Source: an optimization exercise on an open RTL-to-GDS flow (aim: small area and a short achievable clock period). Production flows keep margins and buffers that such runs may drop. Only simulation tests tie the RTL to the original design; equivalence was not proved. Power and IR drop assume default switching activity.

==> inputs of run a <==
// LU_cache
module LU_cache #(
    parameter CELL_SIZE = 8,
    parameter CELL_COUNT = 128,
    parameter CELL_ADDR_SIZE = 7
)
(
    input clk,
    input reset,
    input [CELL_SIZE - 1:0] data_in,
    input new_data,
    output [CELL_COUNT * CELL_SIZE - 1:0] data_out
);
reg  [CELL_COUNT * CELL_SIZE - 1:0] cells;
wire [CELL_COUNT - 1:0] eq;
wire [CELL_COUNT - 1:0] below;    
wire [CELL_COUNT * CELL_SIZE - 1:0] shifted = {cells[(CELL_COUNT - 1) * CELL_SIZE - 1:0], data_in};
assign data_out = cells;
genvar j;
generate
    for (j = 0; j < CELL_COUNT; j = j + 1) begin : cmp
        assign eq[j] = cells[j * CELL_SIZE +: CELL_SIZE] == data_in;
    end
endgenerate
prefix_or #(.N(CELL_COUNT), .L(CELL_ADDR_SIZE)) PO (.in(eq), .out(below));
generate
    for (j = 0; j < CELL_COUNT; j = j + 1) begin : cl
        always @(posedge clk or negedge reset) begin
            if (!reset) cells[j * CELL_SIZE +: CELL_SIZE] <= 0;
            else if (new_data && !below[j])
                cells[j * CELL_SIZE +: CELL_SIZE] <= shifted[j * CELL_SIZE +: CELL_SIZE];
        end
    end
endgenerate
endmodule  
export LEC_CHECK = 0
export CAP_MARGIN = 20
export CORE_MARGIN = 2
export CORE_UTILIZATION = 55
export SETUP_SLACK_MARGIN = 3.5
export SLEW_MARGIN = 20
create_clock -name core_clock -period 7.0 [get_ports {clk}]
standard.sh (not shown) runs the stock make flow with config.mk's settings and CLKGATE_MAP_FILE= SYNTH_SCRIPT=/design/flow/synth_recipe.tcl, a recipe that flattens the netlist after the stock synthesis.
==> flow/flow/run.sh <==
#!/bin/bash
# Standard ORFS layout with two netlist-level changes:
#  - after the standard synthesis, 2:1 muxes sharing a select are remapped
#    to a22o_1 cells plus one shared select inverter (flow/mux2a22o.py);
#  - port buffers are buf_1 instead of the cell buffer_ports picks by default.
set -euo pipefail
R=orfs/results/sky130hd/LU_cache/base
bash standard.sh synth > synth.log 2>&1
openroad -python -no_init -exit flow/mux2a22o.py $R/1_synth.odb $R/1_synth_a22o.odb > remap.log 2>&1
mv $R/1_synth_a22o.odb $R/1_synth.odb
bash standard.sh "BUFFER_PORTS_ARGS=-buffer_cell sky130_fd_sc_hd__buf_1" finish > layout.log 2>&1
==> flow/flow/mux2a22o.py <==
# Replace each 2:1 mux cell (mux2_*) whose select drives two or more muxes
# with an a22o_1 (X = S&A1 | Sn&A0), Sn coming from one shared inverter
# per select net.  Usage: openroad -python -no_init mux2a22o.py IN.odb OUT.odb
import sys
import odb

db = odb.dbDatabase.create()
odb.read_db(db, sys.argv[1])
block = db.getChip().getBlock()
a22o = db.findMaster("sky130_fd_sc_hd__a22o_1")
inv = db.findMaster("sky130_fd_sc_hd__inv_1")

groups = {}
for inst in block.getInsts():
    if inst.getMaster().getName().startswith("sky130_fd_sc_hd__mux2_"):
        s = inst.findITerm("S").getNet()
        groups.setdefault(s.getName(), (s, []))[1].append(inst)

n_mux = n_inv = 0
for name, (s, muxes) in groups.items():
    if len(muxes) < 2:
        continue
    sn = None
    for it in s.getITerms():
        m = it.getInst().getMaster().getName()
        if (m.startswith("sky130_fd_sc_hd__inv_") or m.startswith("sky130_fd_sc_hd__clkinv_")) \
                and it.getMTerm().getName() == "A":
            sn = it.getInst().findITerm("Y").getNet()
            break
    if sn is None:
        n_inv += 1
        sn = odb.dbNet.create(block, "mux_seln_%d" % n_inv)
        iv = odb.dbInst.create(block, inv, "mux_selinv_%d" % n_inv)
        iv.findITerm("A").connect(s)
        iv.findITerm("Y").connect(sn)
    for m in muxes:
        a0 = m.findITerm("A0").getNet()
        a1 = m.findITerm("A1").getNet()
        x = m.findITerm("X").getNet()
        nm = m.getName()
        odb.dbInst.destroy(m)
        n_mux += 1
        g = odb.dbInst.create(block, a22o, "a22o_%d" % n_mux)
        g.findITerm("A1").connect(s)
        g.findITerm("A2").connect(a1)
        g.findITerm("B1").connect(sn)
        g.findITerm("B2").connect(a0)
        g.findITerm("X").connect(x)

print("mux2a22o: replaced %d muxes, added %d inverters" % (n_mux, n_inv))
odb.write_db(db, sys.argv[2])
==> inputs of run b, as changes to run a <==
==> flow/flow/run.sh (replaced) <==
#!/bin/bash
# Standard ORFS layout, but port buffers are the smallest buffer (buf_1)
# instead of the cell buffer_ports picks by default.
set -euo pipefail
bash standard.sh "BUFFER_PORTS_ARGS=-buffer_cell sky130_fd_sc_hd__buf_1" finish > standard.log 2>&1
--- a/flow/config.mk
+++ b/flow/config.mk
@@ -8,5 +8,4 @@
 export CAP_MARGIN = 20
 export CORE_MARGIN = 2
-export CORE_UTILIZATION = 55
-export SETUP_SLACK_MARGIN = 3.5
+export CORE_UTILIZATION = 40
 export SLEW_MARGIN = 20
removed: flow/flow/mux2a22o.py
==> inputs of run c, as changes to run a <==
==> flow/run.sh (new file) <==
#!/bin/bash
# synth_recipe.tcl (not shown) runs the flow's synth.tcl, then flattens the netlist and writes it again
# the make line also repeats each setting of config.mk as NAME=value (left out here)
make -C /OpenROAD-flow-scripts/flow DESIGN_CONFIG=/design/flow/config.mk WORK_HOME=/design/flow/orfs CLKGATE_MAP_FILE= SYNTH_SCRIPT=/design/flow/synth_recipe.tcl finish
--- a/flow/config.mk
+++ b/flow/config.mk
@@ -8,5 +8,4 @@
 export CAP_MARGIN = 20
 export CORE_MARGIN = 2
-export CORE_UTILIZATION = 55
-export SETUP_SLACK_MARGIN = 3.5
+export CORE_UTILIZATION = 40
 export SLEW_MARGIN = 20
removed: flow/flow/run.sh
removed: flow/flow/mux2a22o.py
removed: flow/standard.sh
==> qor summary <==
|  | run c | run a | run b |
|---|---|---|---|
| Met3 track utilization from global routing | 0.0761 | 0.127 | 0.0701 |
| Clock distribution area overhead in the final layout | 0.0563 | 0.0572 | 0.0645 |
| Cell area after synthesis | 51900 um^2 | 49700 um^2 | 51900 um^2 |
| Met1 Routed Length | 81600 um | 77400 um | 78600 um |
| Met1 usage in global routing | 0.366 | 0.547 | 0.355 |
| Signal inverters | 2 | 129 | 2 |
| Cells resized by post-CTS repair | 0 | 412 | 0 |
| Top flip-flop cell by instance count after synthesis | sky130_fd_sc_hd__dfrtp_1 | - | sky130_fd_sc_hd__dfrtp_1 |
| Number of nets in the finished design | 4940 | 5395 | 4973 |
| Area post-placement | 63900 um^2 | 54800 um^2 | 57800 um^2 |
| Final cell count without fillers | 6765 | 6647 | 6801 |
| Switching pwr | 6.11 mW | 6.54 mW | 6.11 mW |
| Half-perimeter wire length of the detailed placement result | 155000 um | 145000 um | 154000 um |
| Repair and plain buffers | 1125 | 1404 | 1162 |
| Largest net degree at the start of global routing | 150 | 123 | 170 |
| Fraction of synthesized cell area in xor and xnor cells | 0.171 | - | 0.171 |
| Wire length on met2 | 103000 um | 100000 um | 99800 um |
| Area overhead of the layout relative to synthesis | 30.5% | 30.8% | 19.1% |
| Detailed route wirelength on metal3 | 13200 um | 21700 um | 13300 um |
| Utilization of the core after routing | 0.524 | 0.724 | 0.478 |
| Run status | no timing/DRC/antenna violations | no timing/DRC/antenna violations | no timing/DRC/antenna violations |
| Clock group share of total power | 0.328 | 0.323 | 0.349 |

## re-timing with driven ports
Ports are ideal in the flow. The routed layouts listed here were re-timed in OpenROAD. Step 1 (the two cells are an assumption about what drives the block):
set clk [get_ports {clk}]
set_driving_cell -lib_cell sky130_fd_sc_hd__clkbuf_16 $clk
set_driving_cell -lib_cell sky130_fd_sc_hd__buf_2 [delete_from_list [all_inputs] $clk]
Step 2 moves the port delays by t, midway between the first and last clock arrival at a register: inputs arrive t later, outputs are due t later. That takes back most of the time a late clock gives input paths. a / b / c = no drivers / after step 1 / after step 2; a / b = the first two.
| run | t, ns | setup WS [ns] | latest minus earliest clock arrival (ns) | worst data-port slew with drivers (ns) |
|---|---|---|---|---|
| run a | 0.774 | 3.030 / 2.846 / 2.071 | 0.027 / 0.027 | 0.33 |
| run b | 0.802 | 1.503 / 1.558 / 0.755 | 0.048 / 0.047 | 0.18 |
| run c | 0.802 | 1.632 / 1.663 / 0.861 | 0.042 / 0.042 | 0.06 |
After both steps every run listed still meets setup and hold. The setup slack of run a, which loses most, moves by -0.184 ns with the drivers and by -0.959 ns with both steps.
